From an optimization exercise on the open Yosys and OpenROAD flow, aimed at small area, a short achievable clock period and few clock cycles; shortcuts taken in it are not production practice. RTL that was checked went through simulation tests only; none was proved equivalent to the original.

Setup of the baseline:
Design HLSM34, start of the top module:
module HLSM34 (Clk, Rst, Start, Done, a, b, c, d, zero, z);
Size: roughly 5000 cells after synthesis, roughly 280 flip-flops, ~45000 um2 of cells after synthesis.
clock: 300.0 ns
lec_check: 0
cap_margin: 20
core_margin: 2
core_utilization: 40
setup_slack_margin: 5
slew_margin: 20
synth_hierarchical: 1
synth_minimum_keep_size: 0
standard.sh (not shown) runs the stock make flow with config.mk's settings and CLKGATE_MAP_FILE= SYNTH_SCRIPT=/design/flow/synth_recipe.tcl, a recipe that flattens the netlist after the stock synthesis.
==> flow/flow/run.sh <==
#!/bin/bash
# Layout flow: the standard flow, except that
#  - synthesis maps the logic with an area-oriented ABC script
#    (flow/abc_area.script) instead of ORFS's delay-oriented one;
#    everything else in synthesis (registers included) is unchanged;
#  - the port buffers are buf_2 cells.
# Each step's full output goes to its own log file in this folder.
set -euo pipefail
rm -rf scripts
mkdir scripts
cp -r "$FLOW_HOME/scripts/." scripts/
cp flow/abc_area.script scripts/abc_speed.script
bash standard.sh SCRIPTS_DIR="$PWD/scripts" synth > synth.log 2>&1
bash standard.sh "BUFFER_PORTS_ARGS=-buffer_cell sky130_fd_sc_hd__buf_2" finish > layout.log 2>&1
==> flow/flow/abc_area.script <==
&get -n
&st
&dch
&nf -a
&put
buffer -c
topo
stime -c
upsize -c
dnsize -c
#### Input delta (the candidate over the baseline)
==> flow/run.sh (new file) <==
#!/bin/bash
# synth_recipe.tcl (not shown) runs the flow's synth.tcl, then flattens the netlist and writes it again
# the make line also repeats each setting of config.mk as NAME=value (left out here)
make -C /OpenROAD-flow-scripts/flow DESIGN_CONFIG=/design/flow/config.mk WORK_HOME=/design/flow/orfs CLKGATE_MAP_FILE= SYNTH_SCRIPT=/design/flow/synth_recipe.tcl finish
removed: flow/flow/run.sh
removed: flow/flow/abc_area.script
removed: flow/standard.sh
==> comparison <==
- Any difference in post-synthesis sequential element count between the baseline and the candidate is small enough to ignore.
- Compared to the baseline, the candidate shows a narrower setup margin.
- Post-synthesis xor/xnor area fraction delta for the candidate relative to the baseline: 2.0 points lower
- | worst hold slack | the baseline vs the candidate | ≈ equal |
- Summary of the candidate over the baseline: final standard cell utilization of the core increased by 1.5 points relative to the old numbers; routed wire length increased by 45 mm relative to the old numbers; cell area increased by 14% relative to the old numbers.
No run of this note included a check of the RTL's function; only the layout flow was run.

========
Another version of the RTL of HLSM34 (not shown whole).
Size: ~280 flip-flops, ~390 I/O pins, ~43000 sq um of cells after synthesis.
// HLSM34
module HLSM34 (Clk, Rst, Start, Done, a, b, c, d, zero, z);
clock: 300.0 ns
lec_check: 0
cap_margin: 20
core_margin: 2
core_utilization: 60
cts_cluster_diameter: 100
cts_cluster_size: 24
setup_slack_margin: 5
slew_margin: 20
synth_hierarchical: 1
synth_minimum_keep_size: 0
==> flow/flow/run.sh <==
#!/bin/bash
# Layout flow: the standard flow, except that synthesis
#  - maps the logic with an area-oriented ABC script (flow/abc_area.script)
#    instead of ORFS's delay-oriented one, and
#  - extracts only full adders (extract_fa -fa); half adders are left to ABC;
# everything else in synthesis (registers included) is unchanged; and the
# port buffers are buf_1 cells.  Each step's full output goes to its own log
# file in this folder.
set -euo pipefail
rm -rf scripts
mkdir scripts
cp -r "$FLOW_HOME/scripts/." scripts/
cp flow/abc_area.script scripts/abc_speed.script
sed -i 's/extract_fa {\*}\[dont_use_extract_fa_args\]/extract_fa -fa/' scripts/synth.tcl
grep -q '^ *extract_fa -fa$' scripts/synth.tcl
bash standard.sh SCRIPTS_DIR="$PWD/scripts" synth > synth.log 2>&1
bash standard.sh "BUFFER_PORTS_ARGS=-buffer_cell sky130_fd_sc_hd__buf_1" finish > layout.log 2>&1
==> flow/flow/abc_area.script <==
&get -n
&st
&dch
&nf -a
&put
buffer -c
topo
stime -c
upsize -c
dnsize -c
&get -n
&st
&dch
&nf -a
&put
buffer -c
topo
stime -c
upsize -c
dnsize -c
&get -n
&st
&dch
&nf -a
&put
buffer -c
topo
stime -c
upsize -c
dnsize -c
The first run completed without violations.
Testbench counts at the start, summed over its fixed seeds: cycles 33,977.
Edit:
==> flow/flow/abc_area.script (replaced) <==
&get -n
&st
&dch
&nf -a
&put
buffer -c
topo
stime -c
upsize -c
dnsize -c
&get -n
&st
&dch
&nf -a
&put
buffer -c
topo
stime -c
upsize -c
dnsize -c
--- a/flow/config.mk
+++ b/flow/config.mk
@@ -9,5 +9,3 @@
 export CORE_MARGIN = 2
-export CORE_UTILIZATION = 60
-export CTS_CLUSTER_DIAMETER = 100
-export CTS_CLUSTER_SIZE = 24
+export CORE_UTILIZATION = 55
 export SETUP_SLACK_MARGIN = 5
Sequential share of layout area falls by 0.25 points.
Die area increases by 9.6%.
Global-route usage went down by 2.9 points.
First-iteration DRC count is lower by 2.5%.
Wire length grows by 2.5%.
Count of clock-buffer cells in the layout goes up by 21.
Edit:
--- a/flow/config.mk
+++ b/flow/config.mk
@@ -7,3 +7,3 @@
 export LEC_CHECK = 0
-export CAP_MARGIN = 20
+export CAP_MARGIN = 5
 export CORE_MARGIN = 2
@@ -11,3 +11,3 @@
 export SETUP_SLACK_MARGIN = 5
-export SLEW_MARGIN = 20
+export SLEW_MARGIN = 5
 export SYNTH_HIERARCHICAL = 1
What happened: Final area stays flat. Utilization went down by 0.13 points. Wire length hardly moves. Setup slack degrades by 19 ps.

========
Another version of the RTL of HLSM34 (not shown whole).
For scale: ~5300 cells after synthesis, ~280 flip-flops, about 43000 um^2 of cells after synthesis.
Settings: LEC_CHECK=0, CAP_MARGIN=10, CORE_MARGIN=2, CORE_UTILIZATION=60, CTS_CLUSTER_DIAMETER=100, CTS_CLUSTER_SIZE=24, PLACE_DENSITY=0.75, SETUP_SLACK_MARGIN=5, SLEW_MARGIN=10, SYNTH_HIERARCHICAL=1, SYNTH_MINIMUM_KEEP_SIZE=0; clock period 300.0 ns.
==> flow/flow/abc_area.script <==
&get -n
&st
&dch
&nf -a
&put
buffer -c
topo
stime -c
upsize -c
dnsize -c
&get -n
&st
&dch
&nf -a
&put
buffer -c
topo
stime -c
upsize -c
dnsize -c
&get -n
&st
&dch
&nf -a
&put
buffer -c
topo
stime -c
upsize -c
dnsize -c
Scripts as last shown in full above: flow/flow/run.sh
Testbench counts at the start, summed over its fixed seeds: cycles 33,977.
Edit:
PLACE_DENSITY = unset   (was 0.75)
Result: The new run produced a clean layout; worst hold slack improves by 0.012 ns; setup slack degrades by 0.022 ns.
Edit:
CORE_UTILIZATION = 70   (was 60)
PLACE_DENSITY = 0.8   (was unset)
The changed run ran to the end with no violations.
Global-route usage rose by 7.5 points.
Register-to-register slack is better by 1.6 ns.
Count of clock-buffer cells in the layout drops by 2.
Wire length goes down slightly.
Die area went down by about a fifth.
Fmax barely changes.
Critical path depth grows by 1.
Clock skew goes up by 0.0040 ns.
Cell count drops by a few percent.

========
Another version of the RTL of HLSM34 (not shown whole).
Size in the first run: roughly 5000 cells after synthesis, about 270 flip-flops, roughly 0.042 mm^2 of cells after synthesis.
// HLSM34
module HLSM34 (Clk, Rst, Start, Done, a, b, c, d, zero, z);
	input Clk, Rst, Start;
	output reg Done;
	input [63:0] a;
	input [63:0] b;
	input [63:0] c;
	input [63:0] d;
	input [63:0] zero;
	output [63:0] z;
	localparam M  = 8;               
	localparam QW = 64 + 2*M;        
	localparam CW = 3;  
	localparam SW = 4;     
	reg          busy;               
	reg          ph;                 
	reg          first;              
	reg          okr;                
	reg [CW-1:0] cnt;                
	reg [SW-1:0] shr;                
	reg [66:0]   ws, wc;             
	reg [63:0]   B;                  
	reg [QW-1:0] Q;                  
	assign z = Q[63:0];
	reg [63:0] Bn;
	reg [5:0]  s;
	integer l;
	always @(*) begin
		Bn = B;
		for (l = 5; l >= 0; l = l - 1) begin
			s[l] = ~|(Bn >> (64 - (1 << l)));
			if (s[l]) Bn = Bn << (1 << l);
		end
	end
	wire [6:0]    nmin = ({1'b0, s} + 7'd3) >> 1;                 
	wire [CW-1:0] cf   = (nmin + M - 1) / M;               
	wire [7:0]    shf  = 2 * M * cf - 2 - s;
	wire [CW-1:0] cur  = first ? cf - 1'b1 : cnt;
	wire [SW-1:0] shc  = first ? shf[SW-1:0] : shr;
	wire          last = (cur == 0);
	reg lt2;
	integer k;
	always @(*) begin
		lt2 = 1'b0;
		for (k = 0; k < 64; k = k + 1)
			lt2 = (B[k] & wc[k]) | (B[k] & lt2) | (wc[k] & lt2);
	end
	wire okc = lt2;
	reg [7:0] tzm;                           
	integer kz;
	always @(*) begin
		tzm[0] = ~B[0];
		for (kz = 1; kz < 8; kz = kz + 1) tzm[kz] = tzm[kz-1] & ~B[kz];
	end
	wire tzok = ~|((ws[7:0] ^ ~wc[7:0]) & tzm);
	wire ok  = first ? okc : okr;
	wire [68:0] D1 = {3'b000, Bn, 2'b00};     
	wire [68:0] D2 = {2'b00, Bn, 3'b000};     
	wire [2:0]  dh = Bn[62:60];
	wire [66:0] rs [0:M];
	wire [66:0] rc [0:M];
	wire [2*M-1:0] P, N;
	assign rs[0] = ws;
	assign rc[0] = wc;
	genvar i;
	generate
		for (i = 0; i < M; i = i + 1) begin : stage
  ...
export LEC_CHECK = 0
export CAP_MARGIN = 10
export CORE_MARGIN = 2
export CORE_UTILIZATION = 60
export CTS_CLUSTER_DIAMETER = 100
export CTS_CLUSTER_SIZE = 24
export PLACE_DENSITY = 0.75
export SETUP_SLACK_MARGIN = 5
export SLEW_MARGIN = 10
export SYNTH_HIERARCHICAL = 1
export SYNTH_MINIMUM_KEEP_SIZE = 0
create_clock -name core_clock -period 300.0 [get_ports {Clk}]
==> flow/flow/run.sh <==
#!/bin/bash
# Layout flow: the standard flow, except that synthesis
#  - maps the logic with an area-oriented ABC script (flow/abc_area.script)
#    instead of ORFS's delay-oriented one, and
#  - extracts only full adders (extract_fa -fa); half adders are left to ABC;
# everything else in synthesis (registers included) is unchanged.  In the
# layout the port buffers are buf_1 cells, and repair_timing works on every
# path with less than 238.7 ns of setup slack at the design's 300 ns clock
# (the paths from the inputs and to the outputs, which set the achieved
# period), not only on failing ones.  Each step's full output goes to its own
# log file in this folder.
set -euo pipefail
rm -rf scripts
mkdir scripts
cp -r "$FLOW_HOME/scripts/." scripts/
cp flow/abc_area.script scripts/abc_speed.script
sed -i 's/extract_fa {\*}\[dont_use_extract_fa_args\]/extract_fa -fa/' scripts/synth.tcl
grep -q '^ *extract_fa -fa$' scripts/synth.tcl
bash standard.sh SCRIPTS_DIR="$PWD/scripts" synth > synth.log 2>&1
bash standard.sh "BUFFER_PORTS_ARGS=-buffer_cell sky130_fd_sc_hd__buf_1" SETUP_SLACK_MARGIN=238.7 finish > layout.log 2>&1
Scripts as last shown in full above: flow/flow/abc_area.script
The starting point finished clean.
Testbench counts at the start, summed over its fixed seeds: cycles 33,977.
Change:
==> flow/flow/abc_area.script (replaced) <==
&get -n
&st
&dch
&nf -a
&put
topo
dnsize -c
&get -n
&st
&dch
&nf -a
&put
topo
dnsize -c
Settings changed: CORE_UTILIZATION 60 to 70, PLACE_DENSITY 0.75 to 0.8.
What happened: Critical path depth goes down by 1; synthesized cell count goes down by 8.0%; maximum frequency hardly moves; count of clock-buffer cells in the layout goes down by 2; final area goes down by 1.6%; worst setup slack is better by 28 ps.
Change:
Settings changed: CORE_UTILIZATION 70 to 60, GPL_TIMING_DRIVEN from default to 0, PLACE_DENSITY 0.8 to 0.75.
Result: The new run went through all stages and came out clean. Area after synthesis stays the same. Non-clock buffer count falls by 1. Setup slack is worse by 160 ps. Wire length came out higher by 0.32%. Register-to-register slack improved by 1700 ps. Clock-buffer cell count stays the same. Design area went up by 3.0%.
Change:
Settings changed: CAP_MARGIN 10 to 3, GPL_TIMING_DRIVEN 0 to default, SLEW_MARGIN 10 to 3.
What happened:
- hold slack got worse by 12 ps
- synthesized area stays the same
- cell count hardly moves
Change:
--- a/flow/flow/run.sh
+++ b/flow/flow/run.sh
@@ -8 +8 @@
-# path with less than 238.7 ns of setup slack at the design's 300 ns clock
+# path with less than 238.8 ns of setup slack at the design's 300 ns clock
@@ -20 +20 @@
-bash standard.sh "BUFFER_PORTS_ARGS=-buffer_cell sky130_fd_sc_hd__buf_1" SETUP_SLACK_MARGIN=238.7 finish > layout.log 2>&1
+bash standard.sh "BUFFER_PORTS_ARGS=-buffer_cell sky130_fd_sc_hd__buf_1" SETUP_SLACK_MARGIN=238.8 finish > layout.log 2>&1
Settings changed: CAP_MARGIN 3 to 10, SLEW_MARGIN 3 to 10.
After rerunning:
- fmax barely changes
- core utilization came out higher by 0.39 points
- via count hardly moves
- first-iteration DRC count came out higher by 9.6%

==> what the ideal ports hide <==
In the flow no input, the clock included, has a driving cell. The finished layouts below were timed again as built, in two steps. Step 1: set_driving_cell puts a clkbuf_16 on Clk and a buf_2 on each other input, an assumption about the parent block. Step 2 times the ports against the registers' clock, not the clock port: input delays grow and output delays shrink by t, the midpoint of the rising clock arrivals with the driver on. a / b / c = ideal / step 1 / step 2; a / b = the first two.
run	t, ns	setup slack, ns	hold WS [ns]	latest minus earliest clock arrival (ns)
the baseline	0.682	238.774 / 238.704 / 239.352	0.459 / 0.459 / 0.459	0.046 / 0.046
the candidate	0.689	238.212 / 238.135 / 238.824	0.461 / 0.461 / 0.461	0.026 / 0.025
the first run of note 2	0.656	238.621 / 238.645 / 237.989	0.490 / 0.490 / 0.490	0.028 / 0.028
the second run of note 2	0.653	238.560 / 238.610 / 237.957	0.467 / 0.467 / 0.467	0.021 / 0.020
the third run of note 2	0.649	238.541 / 238.594 / 237.944	0.461 / 0.461 / 0.461	0.015 / 0.015
the first run of note 3	0.640	238.654 / 238.706 / 238.066	0.480 / 0.480 / 0.480	0.036 / 0.036
the second run of note 3	0.646	238.632 / 238.678 / 238.032	0.492 / 0.492 / 0.492	0.026 / 0.026
the third run of note 3	0.646	238.549 / 238.594 / 237.948	0.473 / 0.473 / 0.473	0.029 / 0.030
the first run of note 4	0.646	238.689 / 238.722 / 238.084	0.493 / 0.493 / 0.493	0.029 / 0.030
the second run of note 4	0.649	238.717 / 238.726 / 238.077	0.547 / 0.547 / 0.547	0.055 / 0.054
the third run of note 4	0.637	238.558 / 238.601 / 237.964	0.509 / 0.509 / 0.509	0.030 / 0.030
the fourth run of note 4	0.632	238.739 / 238.771 / 238.155	0.497 / 0.497 / 0.497	0.028 / 0.028
the fifth run of note 4	0.629	238.776 / 238.771 / 238.188	0.501 / 0.501 / 0.501	0.026 / 0.026
After both steps setup and hold are still met in every run listed. For the second run of note 4, which loses most, drivers alone change the setup slack by +0.009 ns; drivers and shift together by -0.640 ns.
